From an optimization exercise on the open Yosys and OpenROAD flow, aimed at small area, a short achievable clock period and few clock cycles per item; shortcuts taken in it are not production practice. RTL that was checked went through simulation tests only; none was proved equivalent to the original.

==> module cordic, before the edit <==
module cordic #(
    parameter WIDTH = 16,
    parameter ITERATIONS = 16,
    parameter FRAC_BITS = 14
) (
    input wire clk,
    input wire rst,
    input wire start,
    input wire signed [WIDTH-1:0] theta,
    output wire signed [WIDTH-1:0] cos_out,
    output wire signed [WIDTH-1:0] sin_out,
    output reg done
);
    reg signed [15:0] x, y, z;
    reg [3:0] cnt;           
    wire busy = |cnt;
    wire first = (cnt == 4'd1);
    assign cos_out = x;
    assign sin_out = y;
    reg [15:0] atab;
    always @(*) begin
        case (cnt)
            4'd2:  atab = 16'h0FAD;
            4'd3:  atab = 16'h07F5;
            4'd4:  atab = 16'h03FE;
            4'd5:  atab = 16'h01FF;
            4'd6:  atab = 16'h00FF;
            4'd7:  atab = 16'h007F;
            4'd8:  atab = 16'h003F;
            4'd9:  atab = 16'h001F;
            4'd10: atab = 16'h000F;
            4'd11: atab = 16'h0007;
            4'd12: atab = 16'h0003;
            4'd13: atab = 16'h0001;
            default: atab = 16'h0000;
        endcase
    end
    wire n0 = z[15];
    wire [15:0] z1 = z + (n0 ? 16'h3243 : 16'hCDBD);
    wire n1 = z1[15];
    wire [15:0] c01 = n0 ? (n1 ? 16'h4FEF : 16'h1497)
                         : (n1 ? 16'hEB69 : 16'hB011);
    wire dn = first ? n1 : z[15];
    wire [15:0] zadd = first ? c01 : (atab ^ {16{~dn}});
    wire signed [15:0] zn = z + zadd + {15'd0, ~first & ~dn};
    wire signed [15:0] xs = x >>> cnt;
    wire signed [15:0] ys = y >>> cnt;
    wire signed [15:0] xn = x + (ys ^ {16{~dn}}) + {15'd0, ~dn};
    wire signed [15:0] yn = y + (xs ^ {16{dn}}) + {15'd0, dn};
    always @(posedge clk or posedge rst) begin
        if (rst) begin
            cnt <= 4'd0;
            done <= 1'b0;
        end else if (start && !busy) begin
            cnt <= 4'd1;
            done <= 1'b0;
        end else if (busy) begin
            cnt <= cnt + 4'd1;
            if (cnt == 4'd15) done <= 1'b1;
        end
    end
    always @(posedge clk) begin
        if (start && !busy) begin
            x <= 16'sh4DBA;
            y <= theta[15] ? -16'sh4DBA : 16'sh4DBA;
            z <= theta;
        end else if (busy) begin
            x <= xn;
            y <= yn;
            z <= zn;
        end
    end
endmodule
export LEC_CHECK = 0
export ABC_AREA = 1
export CAP_MARGIN = 20
export CORE_MARGIN = 2
export CORE_UTILIZATION = 40
export SETUP_SLACK_MARGIN = 5.0
export SLEW_MARGIN = 20
create_clock -name core_clock -period 9.0 [get_ports {clk}]
run.sh (not shown) runs the stock make flow with config.mk's settings and CLKGATE_MAP_FILE= SYNTH_SCRIPT=/design/flow/synth_recipe.tcl, a recipe that flattens the netlist after the stock synthesis.
The starting point finished with timing, DRC and antenna clean.
Edit:
--- a/flow/design.v
+++ b/flow/design.v
@@ -13,14 +13,14 @@
 );
     reg signed [15:0] x, y, z;
     reg [3:0] cnt;           
     wire busy = |cnt;
-    wire first = (cnt == 4'd1);
     assign cos_out = x;
     assign sin_out = y;
-    reg [15:0] atab;
+    reg signed [15:0] atab;
     always @(*) begin
         case (cnt)
+            4'd1:  atab = 16'h1DAC;
             4'd2:  atab = 16'h0FAD;
             4'd3:  atab = 16'h07F5;
             4'd4:  atab = 16'h03FE;
             4'd5:  atab = 16'h01FF;
@@ -34,16 +34,13 @@
             4'd13: atab = 16'h0001;
             default: atab = 16'h0000;
         endcase
     end
-    wire n0 = z[15];
-    wire [15:0] z1 = z + (n0 ? 16'h3243 : 16'hCDBD);
-    wire n1 = z1[15];
-    wire [15:0] c01 = n0 ? (n1 ? 16'h4FEF : 16'h1497)
-                         : (n1 ? 16'hEB69 : 16'hB011);
-    wire dn = first ? n1 : z[15];
-    wire [15:0] zadd = first ? c01 : (atab ^ {16{~dn}});
-    wire signed [15:0] zn = z + zadd + {15'd0, ~first & ~dn};
+    wire d0n = theta[15];
+    wire signed [15:0] z1 = theta + (d0n ? 16'sh3243 : -16'sh3243);
+    wire signed [15:0] y1 = d0n ? -16'sh4DBA : 16'sh4DBA;
+    wire dn = z[15];
+    wire signed [15:0] zn = z + (atab ^ {16{~dn}}) + {15'd0, ~dn};
     wire signed [15:0] xs = x >>> cnt;
     wire signed [15:0] ys = y >>> cnt;
     wire signed [15:0] xn = x + (ys ^ {16{~dn}}) + {15'd0, ~dn};
     wire signed [15:0] yn = y + (xs ^ {16{dn}}) + {15'd0, dn};
@@ -61,10 +58,10 @@
     end
     always @(posedge clk) begin
         if (start && !busy) begin
             x <= 16'sh4DBA;
-            y <= theta[15] ? -16'sh4DBA : 16'sh4DBA;
-            z <= theta;
+            y <= y1;
+            z <= z1;
         end else if (busy) begin
             x <= xn;
             y <= yn;
             z <= zn;
After rerunning: Sequential share of layout area went up by 0.65 points; global-route usage drops by 1.7 points; clock skew decreases by 5.3 ps; register-to-register slack gets better by 100 ps; final area falls by a few percent; die area climbs slightly; worst setup slack is better by 100 ps.
No run of this note included a check of the RTL's function; only the layout flow was run.

* * *

Setup of run B:
Another version of the RTL of cordic (not shown whole).
For scale: ~1100 cells after synthesis, roughly 68 flip-flops, roughly 52 I/O pins.
==> module cordic, before the edit <==
module cordic #(
    parameter WIDTH = 16,
    parameter ITERATIONS = 16,
    parameter FRAC_BITS = 14
) (
    input wire clk,
    input wire rst,
    input wire start,
    input wire signed [WIDTH-1:0] theta,
    output wire signed [WIDTH-1:0] cos_out,
    output wire signed [WIDTH-1:0] sin_out,
    output reg done
);
    reg signed [15:0] x, y, z;
    reg n1;                  
    reg dir;                 
    reg zpos;                
    reg [3:0] cnt;           
    reg [3:0] cx;            
    reg [3:0] cyn;           
    reg sec;                 
    reg busy;                
    reg ax;                  
    reg ayn;                 
    assign cos_out = x;
    assign sin_out = y;
    reg [15:0] atab;
    always @(*) begin
        case (cnt)
            4'd3:  atab = 16'h07F5;
            4'd4:  atab = 16'h03FE;
            4'd5:  atab = 16'h01FF;
            4'd6:  atab = 16'h00FF;
            4'd7:  atab = 16'h007F;
            4'd8:  atab = 16'h003F;
            4'd9:  atab = 16'h001F;
            4'd10: atab = 16'h000F;
            4'd11: atab = 16'h0007;
            4'd12: atab = 16'h0003;
            4'd13: atab = 16'h0001;
            default: atab = 16'h0000;
        endcase
    end
    reg [15:0] c012;
    always @(*) begin
        case ({z[15], n1, zpos})
            3'b001: c012 = 16'hA064;
            3'b000: c012 = 16'hBFBE;
            3'b011: c012 = 16'hDBBC;
            3'b010: c012 = 16'hFB16;
            3'b101: c012 = 16'h04EA;
            3'b100: c012 = 16'h2444;
            3'b111: c012 = 16'h4042;
            default: c012 = 16'h5F9C;
        endcase
    end
    wire [15:0] zadd = sec ? c012 : (atab ^ {16{zpos}});
    wire zcin = zpos & ~sec;
    wire [15:0] zn = z + zadd + {15'd0, zcin};
    wire s0 = theta[15];
    wire signed [15:0] th = theta;
    wire lt_p0  = th < 16'sd12867;
    wire lt_pm  = th < 16'sd5271;
    wire lt_pp  = th < 16'sd20463;
    wire lt_n0  = th < -16'sd12867;
    wire lt_nm  = th < -16'sd5271;
    wire lt_nn  = th < -16'sd20463;
    wire s1 = s0 ? lt_n0 : lt_p0;
    wire s2 = s0 ? (lt_n0 ? lt_nn : lt_nm) : (lt_p0 ? lt_pm : lt_pp);
    wire [15:0] x2 = (s0 ^ s1) ? 16'h7497 : 16'h26DD;
    wire [15:0] y2 = s0 ? (s1 ? 16'h8B69 : 16'hD923)
                        : (s1 ? 16'h26DD : 16'h7497);
    wire signed [15:0] xg = x & {16{ax}};
    wire signed [15:0] yg = y & {16{~ayn}};
    wire signed [15:0] xs = xg >>> cx;
    wire signed [15:0] ys = yg >>> ~cyn;
    wire signed [15:0] xn = x + (ys ^ {16{~dir}}) + {15'd0, ~dir};
    wire signed [15:0] yn = y + (xs ^ {16{dir}}) + {15'd0, dir};
    always @(posedge clk or posedge rst) begin
        if (rst) begin
            cnt <= 4'd0;
            busy <= 1'b0;
            done <= 1'b0;
        end else if (start && !busy) begin
            cnt <= 4'd2;
            busy <= 1'b1;
            done <= 1'b0;
        end else if (busy) begin
            cnt <= cnt + 4'd1;
            if (cnt == 4'd15) begin
                busy <= 1'b0;
                done <= 1'b1;
            end
        end
    end
    always @(posedge clk) begin
        if (busy) begin
            z <= zn;
            dir <= zn[15];
            zpos <= ~zn[15];
            cx <= cx + 4'd1;
            cyn <= cyn - 4'd1;
            sec <= 1'b0;
            ax <= (cnt != 4'd15);
            ayn <= (cnt == 4'd15);
        end else begin
            z <= theta;
            cx <= 4'd2;
            cyn <= ~4'd2;
            sec <= start;
            ax <= start;
            ayn <= ~start;
            n1 <= s1;
            dir <= s2;
            zpos <= ~s2;
        end
        if (start && !busy) begin
            x <= x2;
            y <= y2;
        end else begin
            x <= xn;
            y <= yn;
        end
    end
endmodule
clock: 9.0 ns
lec_check: 0
abc_area: 1
cap_margin: 20
core_margin: 2
core_utilization: 55
setup_slack_margin: 5.0
slew_margin: 20
standard.sh (not shown) runs the stock make flow with config.mk's settings and CLKGATE_MAP_FILE= SYNTH_SCRIPT=/design/flow/synth_recipe.tcl, a recipe that flattens the netlist after the stock synthesis.
==> flow/flow/run.sh <==
#!/bin/bash
# The standard layout with plain buffers on the ports, and repair_timing
# aiming at a tighter period than the clock's (the SDC stays as it is).
set -euo pipefail
bash standard.sh "BUFFER_PORTS_ARGS=-buffer_cell sky130_fd_sc_hd__buf_1" SETUP_SLACK_MARGIN=5.75 finish > flow_make.log 2>&1
Testbench counts of run B, summed over its fixed seeds: cycles 48,000, items 3,200.
[inputs] run X vs run B
-- flow/design.v --
<<< run B, line 21
    reg sec;                 
    reg busy;                
    reg ax;                  
    reg ayn;                 
    assign cos_out = x;
    assign sin_out = y;
>>> run X, line 21
    reg sec;                 
    reg busy;                
    assign cos_out = x;
    assign sin_out = y;
<<< run B, line 71
    wire [15:0] y2 = s0 ? (s1 ? 16'h8B69 : 16'hD923)
                        : (s1 ? 16'h26DD : 16'h7497);
    wire signed [15:0] xg = x & {16{ax}};
    wire signed [15:0] yg = y & {16{~ayn}};
    wire signed [15:0] xs = xg >>> cx;
    wire signed [15:0] ys = yg >>> ~cyn;
    wire signed [15:0] xn = x + (ys ^ {16{~dir}}) + {15'd0, ~dir};
    wire signed [15:0] yn = y + (xs ^ {16{dir}}) + {15'd0, dir};
>>> run X, line 69
    wire [15:0] y2 = s0 ? (s1 ? 16'h8B69 : 16'hD923)
                        : (s1 ? 16'h26DD : 16'h7497);
    wire signed [15:0] xs = x >>> cx;
    wire signed [15:0] ys = y >>> ~cyn;
    wire signed [15:0] xn = x + (ys ^ {16{~dir}}) + {15'd0, ~dir};
    wire signed [15:0] yn = y + (xs ^ {16{dir}}) + {15'd0, dir};
<<< run B, line 102
            cyn <= cyn - 4'd1;
            sec <= 1'b0;
            ax <= (cnt != 4'd15);
            ayn <= (cnt == 4'd15);
        end else begin
            z <= theta;
>>> run X, line 98
            cyn <= cyn - 4'd1;
            sec <= 1'b0;
        end else begin
            z <= theta;
<<< run B, line 109
            cyn <= ~4'd2;
            sec <= start;
            ax <= start;
            ayn <= ~start;
            n1 <= s1;
            dir <= s2;
>>> run X, line 103
            cyn <= ~4'd2;
            sec <= start;
            n1 <= s1;
            dir <= s2;
<<< run B, line 118
            x <= x2;
            y <= y2;
        end else begin
            x <= xn;
            y <= yn;
>>> run X, line 110
            x <= x2;
            y <= y2;
        end else if (busy) begin
            x <= xn;
            y <= yn;
==> comparison <==
Relative to run B, the count of clock-net buffers in the final layout of run X is higher by 2.
Sequential cell count ended up about 3% lower on run X than on run B.
On area fraction in compound gates after synthesis, the lower figure sits with run X, not run B.
The lower cell count after synthesis came out of run X.
Routed wire length for run X: 3.2% up relative to run B
Between run X and run B, the difference in number of well taps is negligible.
Higher portion of the layout cell area used by clock cells goes to run B over run X.
[run X] setup slack fell 86 ps relative to run B
Mux cell area share after synthesis, run X and run B: higher on run X
Testbench counts of run X, summed over its fixed seeds: cycles 48,000, items 3,200.

==> re-timing with driven ports <==
The flow's constraints put no driver on any port. The routed layouts listed below were extracted and timed again, unchanged, in two steps. Step 1 (the two cells are an assumption about what drives the block):
set clk [get_ports {clk}]
set_driving_cell -lib_cell sky130_fd_sc_hd__clkbuf_16 $clk
set_driving_cell -lib_cell sky130_fd_sc_hd__buf_2 [delete_from_list [all_inputs] $clk]
Step 2, shift: input delay + t, output delay - t, t = (earliest + latest rising clock arrival at the registers) / 2. This alone moves slack from input paths to output paths. Slacks: ideal / step 1 / step 2; pairs: ideal / step 1.
run	t, ns	setup WS [ns]	worst hold slack (ns)	latest minus earliest clock arrival (ns)	worst data-port slew with drivers (ns)
the first run of note 1	0.348	5.190 / 5.190 / 4.992	0.536 / 0.536 / 0.536	0.010 / 0.009	0.03
the second run of note 1	0.345	5.289 / 5.289 / 5.003	0.542 / 0.542 / 0.542	0.005 / 0.004	0.03
run B	0.384	5.924 / 5.924 / 5.600	0.480 / 0.480 / 0.480	0.011 / 0.011	0.04
run X	0.387	5.838 / 5.838 / 5.547	0.482 / 0.482 / 0.482	0.009 / 0.009	0.03
After both steps every run listed still meets setup and hold. The setup slack of run B, which loses most, moves by 0.000 ns with the drivers and by -0.324 ns with both steps.
